This is an optimization exercise on Yosys and OpenROAD, whose aim is small area, not a production implementation.
At most, simulation tests tie the RTL to the original design; equivalence was not proved.
No activity file was given, so power comes from the tool's default toggle rates.

Setup of north:
==> flow/design.v <==
module Digtal_Top(
	input 			CLOCK_Digtal,
	input 			RST,
	input 			Rx,
	input 			CS,
	output [7:0]	Out_Data,
	output [7:0]	RAM_Data_In,
	output [30:0]	RAM_RDADD,
	output [30:0]	RAM_WRADD,
	output 			RAM_RDEN,
	output 			RAM_WREN,
	input [7:0]		RAM_Q
	);
	reg 		b;
	wire 		tick = ~b;
	reg [3:0]	z;		 
	reg [7:0]	cnt;	 
	reg 		en;		 
	reg 		good;	 
	reg [7:0]	data;	 
	wire 		det  = z[3];
	wire 		hi   = cnt[7] & cnt[4];			 
	wire 		post = hi & (cnt[2:0] != 3'd0) & (cnt[2:0] != 3'd6);
	wire 		at144 = hi & (cnt[2:0] == 3'd0);
	wire 		samp = (cnt[3:0] == 4'd0) & (cnt[7:4] != 4'd0) & ~hi;
	reg [1:0]	cs_s;	 
	reg [2:0]	c;		 
	reg [5:0]	r;		 
	reg [5:0]	s;		 
	reg 		en_send;
	reg [7:0]	out;
	reg [30:0]	wradd;
	reg [30:0]	rdadd;
	wire 		frame = r[5] | r[4] | r[3] | r[2];			 
	wire 		wr_on = good & frame & hi & (((cnt[2:0] == 3'd3) & ~b) | (cnt[2:0] == 3'd4));
	reg 		ev9;	 
	wire 		ev8   = good & hi & (cnt[2:0] == 3'd4) & ~b;
	wire 		r_last = (r == 6'd49);
	wire 		done  = ev9 & frame & r_last;
	wire 		en_send_n = en_send | done;
	wire 		cs_rise = cs_s[0] & ~cs_s[1];
	wire 		cs_fall = ~cs_s[0] & cs_s[1];
	wire 		s_full = s[5] & s[4] & s[1];				 
	wire 		s_hdr = (s[5:2] == 4'd0);
	wire 		is_eb = (data == 8'hEB);
	wire 		is_90 = (data == 8'h90);
	always @(posedge CLOCK_Digtal) begin
		if (RST) begin
			b <= 1'b0;
			z <= 4'd0;
			cnt <= 8'd0;
			en <= 1'b0;
		end else begin
			b <= ~b;
			if (tick) begin
				if (Rx)
					z <= 4'd0;
				else if (!z[3])
					z <= z + 1'b1;
				if (en | (post & ~det))
					cnt <= cnt + 1'b1;
				else
					cnt <= 8'd0;
				if (en)
					en <= ~at144;
				else
					en <= det;
			end
		end
	end
	always @(posedge CLOCK_Digtal) begin
		if (tick & en & at144)
			good <= Rx;
		if (tick & en & samp)
			data <= {Rx, data[7:1]};
	end
	wire 		wr_inc = ev9 & frame;
	wire 		rd_inc = (c == 3'd7);
	wire [31:0]	wt, rt;
	assign wt[0] = wr_inc;
	assign rt[0] = rd_inc;
	genvar i;
	generate for (i = 0; i < 31; i = i + 1) begin : g_add
		if (i == 16 || i == 24) begin : g_skip
			assign wt[i] = wt[i-8] & (&wradd[i-1:i-8]);
			assign rt[i] = rt[i-8] & (&rdadd[i-1:i-8]);
		end else if (i != 0) begin : g_rip
			assign wt[i] = wt[i-1] & wradd[i-1];
			assign rt[i] = rt[i-1] & rdadd[i-1];
		end
		always @(posedge CLOCK_Digtal) begin
			wradd[i] <= ~RST & (wradd[i] ^ wt[i]);
			rdadd[i] <= ~RST & (rdadd[i] ^ rt[i]);
		end
	end endgenerate
	always @(posedge CLOCK_Digtal) begin
		if (RST) begin
			cs_s <= 2'b00;
			ev9 <= 1'b0;
			c <= 3'd0;
			r <= 6'd0;
			s <= 6'd0;
			en_send <= 1'b0;
			out <= 8'd0;
		end else begin
			cs_s <= {cs_s[0], CS};
			ev9 <= ev8;
			if (ev9) begin
				if (!frame) begin
					if (is_eb)
						r <= (r == 6'd3) ? 6'd4 : 6'd1;
					else if (is_90 & (r == 6'd1 || r == 6'd2))
						r <= r + 1'b1;
					else
						r <= 6'd0;
				end else begin
					r <= r_last ? 6'd0 : r + 1'b1;
				end
			end
			if (c != 3'd0)
				c <= c + 1'b1;
			if (c == 3'd5)
				out <= RAM_Q;
			if (c == 3'd7) begin
				s <= s + 1'b1;
			end
			en_send <= en_send_n;
			if (cs_rise) begin
				if (!en_send_n)
					out <= 8'hAA;
				else if (s_hdr) begin
					out <= (s[1:0] == 2'd1 || s[1:0] == 2'd2) ? 8'h90 : 8'hEB;
					s <= s + 1'b1;
				end else
					c <= 3'd1;
			end
			if (cs_fall & s_full) begin
				en_send <= 1'b0;
				s <= 6'd0;
			end
		end
	end
	assign RAM_WREN = wr_on;
	assign RAM_RDEN = c[2] ^ (c[1] & c[0]);
	assign RAM_Data_In = data;
	assign RAM_WRADD = wradd;
	assign RAM_RDADD = rdadd;
	assign Out_Data = out;
endmodule
make LEC_CHECK=0 CAP_MARGIN=20 CORE_MARGIN=2 CORE_UTILIZATION=40 PLACE_DENSITY=0.6 SLEW_MARGIN=20 finish   # period 5.0 ns
run.sh (not shown) runs the stock make flow with config.mk's settings and CLKGATE_MAP_FILE= SYNTH_SCRIPT=/design/flow/synth_recipe.tcl, a recipe that flattens the netlist after the stock synthesis.
For south, these inputs were changed with respect to north:
diff --git a/flow/design.v b/flow/design.v
--- a/flow/design.v
+++ b/flow/design.v
@@ -30,14 +30,13 @@
 	reg 		en_send;
 	reg [7:0]	out;
 	reg [30:0]	wradd;
 	reg [30:0]	rdadd;
 	wire 		frame = r[5] | r[4] | r[3] | r[2];			 
 	wire 		wr_on = good & frame & hi & (((cnt[2:0] == 3'd3) & ~b) | (cnt[2:0] == 3'd4));
-	reg 		ev9;	 
-	wire 		ev8   = good & hi & (cnt[2:0] == 3'd4) & ~b;
+	wire 		ev9   = good & hi & (cnt[2:0] == 3'd5) & b;
 	wire 		r_last = (r == 6'd49);
 	wire 		done  = ev9 & frame & r_last;
 	wire 		en_send_n = en_send | done;
 	wire 		cs_rise = cs_s[0] & ~cs_s[1];
 	wire 		cs_fall = ~cs_s[0] & cs_s[1];
 	wire 		s_full = s[5] & s[4] & s[1];				 
@@ -71,60 +70,43 @@
 	always @(posedge CLOCK_Digtal) begin
 		if (tick & en & at144)
 			good <= Rx;
 		if (tick & en & samp)
 			data <= {Rx, data[7:1]};
 	end
-	wire 		wr_inc = ev9 & frame;
-	wire 		rd_inc = (c == 3'd7);
-	wire [31:0]	wt, rt;
-	assign wt[0] = wr_inc;
-	assign rt[0] = rd_inc;
-	genvar i;
-	generate for (i = 0; i < 31; i = i + 1) begin : g_add
-		if (i == 16 || i == 24) begin : g_skip
-			assign wt[i] = wt[i-8] & (&wradd[i-1:i-8]);
-			assign rt[i] = rt[i-8] & (&rdadd[i-1:i-8]);
-		end else if (i != 0) begin : g_rip
-			assign wt[i] = wt[i-1] & wradd[i-1];
-			assign rt[i] = rt[i-1] & rdadd[i-1];
-		end
-		always @(posedge CLOCK_Digtal) begin
-			wradd[i] <= ~RST & (wradd[i] ^ wt[i]);
-			rdadd[i] <= ~RST & (rdadd[i] ^ rt[i]);
-		end
-	end endgenerate
 	always @(posedge CLOCK_Digtal) begin
 		if (RST) begin
 			cs_s <= 2'b00;
-			ev9 <= 1'b0;
 			c <= 3'd0;
 			r <= 6'd0;
 			s <= 6'd0;
 			en_send <= 1'b0;
 			out <= 8'd0;
+			wradd <= 31'd0;
+			rdadd <= 31'd0;
 		end else begin
 			cs_s <= {cs_s[0], CS};
-			ev9 <= ev8;
 			if (ev9) begin
 				if (!frame) begin
 					if (is_eb)
 						r <= (r == 6'd3) ? 6'd4 : 6'd1;
 					else if (is_90 & (r == 6'd1 || r == 6'd2))
 						r <= r + 1'b1;
 					else
 						r <= 6'd0;
 				end else begin
+					wradd <= wradd + 1'b1;
 					r <= r_last ? 6'd0 : r + 1'b1;
 				end
 			end
 			if (c != 3'd0)
 				c <= c + 1'b1;
 			if (c == 3'd5)
 				out <= RAM_Q;
 			if (c == 3'd7) begin
+				rdadd <= rdadd + 1'b1;
 				s <= s + 1'b1;
 			end
 			en_send <= en_send_n;
 			if (cs_rise) begin
 				if (!en_send_n)
 					out <= 8'hAA;
Notes after the runs:
Compared with north, in south total area of multi-input combinational cells increased by 13% relative to the old numbers; global-route wire length before repair increased by about 25% relative to the old numbers; arithmetic-cell share of the synthesized area counting full adders, half adders and majority gates decreased by 14 points relative to the old numbers.
Diff north -> south | total power of the final layout | increase of 5.4%
Diff north -> south | share of the synthesized netlist area taken by xor and xnor gates | increase of 5.7 points
Count of cell instances traversed by the critical path: higher on north
Compared with north, south shows a worst setup slack that is 1050 ps higher.
[south] final period utilization fell 21 points relative to north
Area added between synthesis and finish: south and north compared, higher one is north
The final reports for south and north show number of register bits inferred by synthesis lower in the former.

* * *

Setup of the reference run:
Another version of the RTL of Digtal_Top (not shown whole).
For scale: ~92 I/O pins, about 4000 µm² of cells after synthesis.
==> module Digtal_Top, before the edit <==
module Digtal_Top(
	input 			CLOCK_Digtal,
	input 			RST,
	input 			Rx,
	input 			CS,
	output [7:0]	Out_Data,
	output [7:0]	RAM_Data_In,
	output [30:0]	RAM_RDADD,
	output [30:0]	RAM_WRADD,
	output 			RAM_RDEN,
	output 			RAM_WREN,
	input [7:0]		RAM_Q
	);
	reg 		b;
	wire 		tick = ~b;
	reg [3:0]	z;
	reg [7:0]	cnt;
	reg [7:0]	data;
	wire 		det  = z[3];
	wire 		hi   = cnt[7] & cnt[4];
	wire 		rcv  = ~hi | (cnt[2:0] == 3'd0);
	wire 		post = hi & (cnt[2:0] != 3'd0) & (cnt[2:0] != 3'd6);
	wire 		samp = (cnt[3:0] == 4'd0) & (cnt[7:4] != 4'd0) & ~hi;
	reg [1:0]	cs_s;
	reg [2:0]	c;
	reg [5:0]	r;
	reg [5:0]	s;		 
	reg [7:0]	out;
	reg [30:0]	wradd;
	reg [30:0]	rdadd;
	wire 		frame = r[5] | r[4] | r[3] | r[2];
	wire 		ev9   = hi & (cnt[2:0] == 3'd5) & b;	 
	wire 		wr_on = frame & hi & (((cnt[2:0] == 3'd3) & ~b) | (cnt[2:0] == 3'd4));
	wire 		r_last = (r == 6'd49);
	wire 		done  = ev9 & frame & r_last;
	wire 		dis   = s[5] & s[4] & s[3];
	wire [5:0]	s_cur = (done & dis) ? 6'd0 : s;
	wire 		cs_rise = cs_s[0] & ~cs_s[1];
	wire 		cs_fall = ~cs_s[0] & cs_s[1];
	wire 		is_eb = (data == 8'hEB);
	wire 		is_90 = (data == 8'h90);
	always @(posedge CLOCK_Digtal) begin
		if (RST) begin
			b <= 1'b0;
			z <= 4'd0;
			cnt <= 8'd150;
		end else begin
			b <= ~b;
			if (tick) begin
				if (Rx)
					z <= 4'd0;
				else if (!z[3])
					z <= z + 1'b1;
				if (rcv) begin
					if (hi)
						cnt <= Rx ? 8'd145 : 8'd150;
					else
						cnt <= cnt + 1'b1;
				end else if (det)
					cnt <= 8'd0;
				else if (post)
					cnt <= cnt + 1'b1;
			end
		end
	end
	always @(posedge CLOCK_Digtal)
		if (tick & rcv & samp)
			data <= {Rx, data[7:1]};
	wire 		wr_inc = ev9 & frame;
	wire 		rd_inc = (c == 3'd7);
	reg 		wcy, rcy;
	wire [31:0]	wt, rt;
	genvar i;
	generate for (i = 0; i < 31; i = i + 1) begin : g_add
		if (i == 0) begin : g_lo
			assign wt[i] = wr_inc;
			assign rt[i] = rd_inc;
		end else if (i == 16) begin : g_hi
			assign wt[i] = wcy;
			assign rt[i] = rcy;
		end else begin : g_rip
			assign wt[i] = wt[i-1] & wradd[i-1];
			assign rt[i] = rt[i-1] & rdadd[i-1];
		end
		always @(posedge CLOCK_Digtal) begin
			wradd[i] <= ~RST & (wradd[i] ^ wt[i]);
			rdadd[i] <= ~RST & (rdadd[i] ^ rt[i]);
		end
	end endgenerate
	always @(posedge CLOCK_Digtal) begin
		wcy <= ~RST & wt[15] & wradd[15];
		rcy <= ~RST & rt[15] & rdadd[15];
	end
	always @(posedge CLOCK_Digtal) begin
		if (RST) begin
			cs_s <= 2'b00;
			c <= 3'd0;
			r <= 6'd0;
			s <= 6'd56;
			out <= 8'd0;
		end else begin
			cs_s <= {cs_s[0], CS};
			if (ev9) begin
				if (!frame) begin
					if (is_eb)
						r <= (r == 6'd3) ? 6'd4 : 6'd1;
					else if (is_90 & (r == 6'd1 || r == 6'd2))
						r <= r + 1'b1;
					else
						r <= 6'd0;
				end else
					r <= r_last ? 6'd0 : r + 1'b1;
			end
			if (c != 3'd0)
				c <= c + 1'b1;
			if (c == 3'd5)
				out <= RAM_Q;
			s <= s_cur;
			if (c == 3'd7)
				s <= s_cur + 1'b1;
			if (cs_rise) begin
				if (dis & ~done)
					out <= 8'hAA;
				else if (s_cur[5:2] == 4'd0) begin
					out <= (s_cur[1:0] == 2'd1 || s_cur[1:0] == 2'd2) ? 8'h90 : 8'hEB;
					s <= s_cur + 1'b1;
				end else
					c <= 3'd1;
			end
			if (cs_fall & s_cur[5] & s_cur[4] & s_cur[1]) begin
				s <= 6'd56;
			end
		end
	end
	assign RAM_WREN = wr_on;
	assign RAM_RDEN = c[2] ^ (c[1] & c[0]);
	assign RAM_Data_In = data;
	assign RAM_WRADD = wradd;
	assign RAM_RDADD = rdadd;
	assign Out_Data = out;
endmodule
clock: 5.0 ns
lec_check: 0
cap_margin: 20
core_margin: 2
core_utilization: 40
place_density: 0.6
slew_margin: 20
standard.sh (not shown) runs the stock make flow with config.mk's settings and CLKGATE_MAP_FILE= SYNTH_SCRIPT=/design/flow/synth_recipe.tcl, a recipe that flattens the netlist after the stock synthesis.
==> flow/flow/run.sh <==
#!/bin/bash
# Standard ORFS layout with three changes:
#  - synthesis maps all logic, adders included, with an area-oriented ABC
#    script (flow/abc.script) instead of extracting half adders first; it is
#    run with 16 random seeds for ABC's &deepsyn (4 at a time, each in a work
#    folder of its own) and the smallest netlist is kept. Everything else in
#    synthesis is the standard script, so the registers are those of the
#    standard synthesis.
#  - ports are buffered with the smallest buffer
#  - the clock tree is built from small clock buffers without dummy loads
set -euo pipefail
here=$(pwd)
orfs="$here/orfs"
export BUFFER_PORTS_ARGS="-buffer_cell sky130_fd_sc_hd__buf_1"
export CTS_ARGS="-sink_clustering_enable -repair_clock_nets -dont_use_dummy_load -buf_list {sky130_fd_sc_hd__clkbuf_2 sky130_fd_sc_hd__clkbuf_4 sky130_fd_sc_hd__clkbuf_8}"

# standard.sh with its work folder taken from $WH
grep -q "WORK_HOME=$orfs " standard.sh
sed "s|WORK_HOME=$orfs |WORK_HOME=\$WH |" standard.sh > "$here/standard_wh.sh"

synth_seed() {
	local seed=$1
	local d="$here/seed_$seed"
	rm -rf "$d"
	mkdir -p "$d"
	cp -r "$FLOW_HOME/scripts" "$d/scripts"
	sed "s/SEED/$seed/" "$here/flow/abc.script" > "$d/scripts/abc_speed.script"
	WH="$d/orfs" bash "$here/standard_wh.sh" SCRIPTS_DIR="$d/scripts" ADDER_MAP_FILE= synth > "$here/synth_$seed.log" 2>&1 || true
}

for round in 0 1 2 3; do
	for k in 0 1 2 3; do
		synth_seed $((round * 4 + k)) &
	done
	wait
done

best=""
best_area=""
for seed in $(seq 0 15); do
	stat="$here/seed_$seed/orfs/reports/sky130hd/Digtal_Top/base/synth_stat.txt"
	[[ -f "$here/seed_$seed/orfs/results/sky130hd/Digtal_Top/base/1_synth.odb" && -f "$stat" ]] || continue
	area=$(grep "Chip area for module" "$stat" | awk '{print $NF}')
	echo "seed $seed area $area" >> "$here/synth_choice.log"
	if [[ -z "$best_area" ]] || awk "BEGIN{exit !($area < $best_area)}"; then
		best=$seed
		best_area=$area
	fi
done
echo "kept seed $best area $best_area" >> "$here/synth_choice.log"
rm -rf "$orfs"
mv "$here/seed_$best/orfs" "$orfs"
rm -rf "$here"/seed_*
bash standard.sh > "$here/standard.log" 2>&1
==> flow/flow/abc.script <==
&get -n
&st
&deepsyn -J 50 -T 100 -S SEED
&dch -f
&nf -R 1000
&put
topo
stime -c
Relative to the reference run, the following input files were edited for the trial run:
==> flow/design.v <==
module Digtal_Top(
	input 			CLOCK_Digtal,
	input 			RST,
	input 			Rx,
	input 			CS,
	output [7:0]	Out_Data,
	output [7:0]	RAM_Data_In,
	output [30:0]	RAM_RDADD,
	output [30:0]	RAM_WRADD,
	output 			RAM_RDEN,
	output 			RAM_WREN,
	input [7:0]		RAM_Q
	);
	reg 		b;
	wire 		tick = ~b;
	reg [3:0]	z;
	reg [7:0]	cnt;
	reg [7:0]	data;
	wire 		det  = z[3];
	wire 		hi   = cnt[7] & cnt[4];
	wire 		rcv  = ~hi | (cnt[2:0] == 3'd0);
	wire 		post = hi & (cnt[2:0] != 3'd0) & (cnt[2:0] != 3'd6);
	wire 		samp = (cnt[3:0] == 4'd0) & (cnt[7:4] != 4'd0) & ~hi;
	reg [1:0]	cs_s;
	reg [2:0]	c;
	reg [5:0]	r;
	reg [5:0]	s;		 
	reg 		en_send;
	reg [7:0]	out;
	reg [30:0]	wradd;
	reg [30:0]	rdadd;
	wire 		frame = r[5] | r[4] | r[3] | r[2];
	wire 		ev9   = hi & (cnt[2:0] == 3'd5) & b;	 
	wire 		wr_on = frame & hi & (((cnt[2:0] == 3'd3) & ~b) | (cnt[2:0] == 3'd4));
	wire 		r_last = (r == 6'd49);
	wire 		done  = ev9 & frame & r_last;
	wire 		en_send_n = en_send | done;
	wire 		cs_rise = cs_s[0] & ~cs_s[1];
	wire 		cs_fall = ~cs_s[0] & cs_s[1];
	wire 		is_eb = (data == 8'hEB);
	wire 		is_90 = (data == 8'h90);
	always @(posedge CLOCK_Digtal) begin
		if (RST) begin
			b <= 1'b0;
			z <= 4'd0;
			cnt <= 8'd150;
		end else begin
			b <= ~b;
			if (tick) begin
				if (Rx)
					z <= 4'd0;
				else if (!z[3])
					z <= z + 1'b1;
				if (rcv) begin
					if (hi)
						cnt <= Rx ? 8'd145 : 8'd150;
					else
						cnt <= cnt + 1'b1;
				end else if (det)
					cnt <= 8'd0;
				else if (post)
					cnt <= cnt + 1'b1;
			end
		end
	end
	always @(posedge CLOCK_Digtal)
		if (tick & rcv & samp)
			data <= {Rx, data[7:1]};
	wire 		wr_inc = ev9 & frame;
	wire 		rd_inc = (c == 3'd7);
	reg 		wcy, rcy;
	wire [31:0]	wt, rt;
	genvar i;
	generate for (i = 0; i < 31; i = i + 1) begin : g_add
		if (i == 0) begin : g_lo
			assign wt[i] = wr_inc;
			assign rt[i] = rd_inc;
		end else if (i == 16) begin : g_hi
			assign wt[i] = wcy;
			assign rt[i] = rcy;
		end else begin : g_rip
			assign wt[i] = wt[i-1] & wradd[i-1];
			assign rt[i] = rt[i-1] & rdadd[i-1];
		end
		always @(posedge CLOCK_Digtal) begin
			wradd[i] <= ~RST & (wradd[i] ^ wt[i]);
			rdadd[i] <= ~RST & (rdadd[i] ^ rt[i]);
		end
	end endgenerate
	always @(posedge CLOCK_Digtal) begin
		wcy <= ~RST & wt[15] & wradd[15];
		rcy <= ~RST & rt[15] & rdadd[15];
	end
	always @(posedge CLOCK_Digtal) begin
		if (RST) begin
			cs_s <= 2'b00;
			c <= 3'd0;
			r <= 6'd0;
			s <= 6'd0;
			en_send <= 1'b0;
			out <= 8'd0;
		end else begin
			cs_s <= {cs_s[0], CS};
			if (ev9) begin
				if (!frame) begin
					if (is_eb)
						r <= (r == 6'd3) ? 6'd4 : 6'd1;
					else if (is_90 & (r == 6'd1 || r == 6'd2))
						r <= r + 1'b1;
					else
						r <= 6'd0;
				end else
					r <= r_last ? 6'd0 : r + 1'b1;
			end
			if (c != 3'd0)
				c <= c + 1'b1;
			if (c == 3'd5)
				out <= RAM_Q;
			if (c == 3'd7)
				s <= s + 1'b1;
			if (cs_rise) begin
				if (!en_send_n)
					out <= 8'hAA;
				else if (s[5:2] == 4'd0) begin
					out <= (s[1:0] == 2'd1 || s[1:0] == 2'd2) ? 8'h90 : 8'hEB;
					s <= s + 1'b1;
				end else
					c <= 3'd1;
			end
			en_send <= en_send_n;
			if (cs_fall & s[5] & s[4] & s[1]) begin	 
				s <= 6'd0;
				en_send <= 1'b0;
			end
		end
	end
	assign RAM_WREN = wr_on;
	assign RAM_RDEN = c[2] ^ (c[1] & c[0]);
	assign RAM_Data_In = data;
	assign RAM_WRADD = wradd;
	assign RAM_RDADD = rdadd;
	assign Out_Data = out;
endmodule
Final cell count without fillers: the trial run vs the reference run up 10. Across the reference run and the trial run, none had a timing, DRC or antenna violation. The trial run vs the reference run, number of fill cells in the layout went up by about 1.1%. [compare] base=the reference run new=the trial run: clock-net power went up, via count saw an increase, share of the final layout cell area in multi-input gates neither gained nor lost much. In the trial run the net switching share of the total power turned out 2.0 points higher than in the reference run. Higher sequential share of layout area goes to the trial run over the reference run. In the reports for the reference run and the trial run, the larger flip-flop and latch count belongs to the trial run. The trial run: instance area at placement is about 0.33% higher than what the reference run reported. Core utilization: the trial run higher than the reference run. On global-route usage, the trial run tracks the reference run almost exactly. Sum of routed wire length over all layers delta (the trial run − the reference run): unfavourable.
The RTL of the trial run was laid out without a check of its function.

[afterwards: timing with drivers on the ports]
In the flow no input, the clock included, has a driving cell. The finished layouts below were timed again as built, in two steps.
Step 1 assumes that a clkbuf_16 drives the clock port and a buf_2 every other input.
Step 2 moves the port delays by t, midway between the first and last clock arrival at a register: inputs arrive t later, outputs are due t later. That takes back most of the time a late clock gives input paths.
Three values: ideal ports, drivers, drivers and shift; two values: the first two.
| run | shift t [ns] | slack for setup (ns) | hold slack, ns | clock arrival spread, ns | slew at the worst register clock pin (ns) |
|---|---|---|---|---|---|
| north | 0.379 | 0.792 / 0.792 / 0.792 | 0.483 / 0.483 / 0.483 | 0.005 / 0.005 | 0.07 / 0.07 |
| south | 0.393 | 1.838 / 1.796 / 2.189 | 0.485 / 0.485 / 0.485 | 0.006 / 0.006 | 0.07 / 0.07 |
| the reference run | 0.375 | 1.173 / 1.173 / 1.173 | 0.488 / 0.488 / 0.488 | 0.027 / 0.028 | 0.10 / 0.10 |
| the trial run | 0.371 | 1.287 / 1.287 / 1.287 | 0.455 / 0.455 / 0.455 | 0.035 / 0.035 | 0.11 / 0.11 |
After both steps every run listed still meets setup and hold.
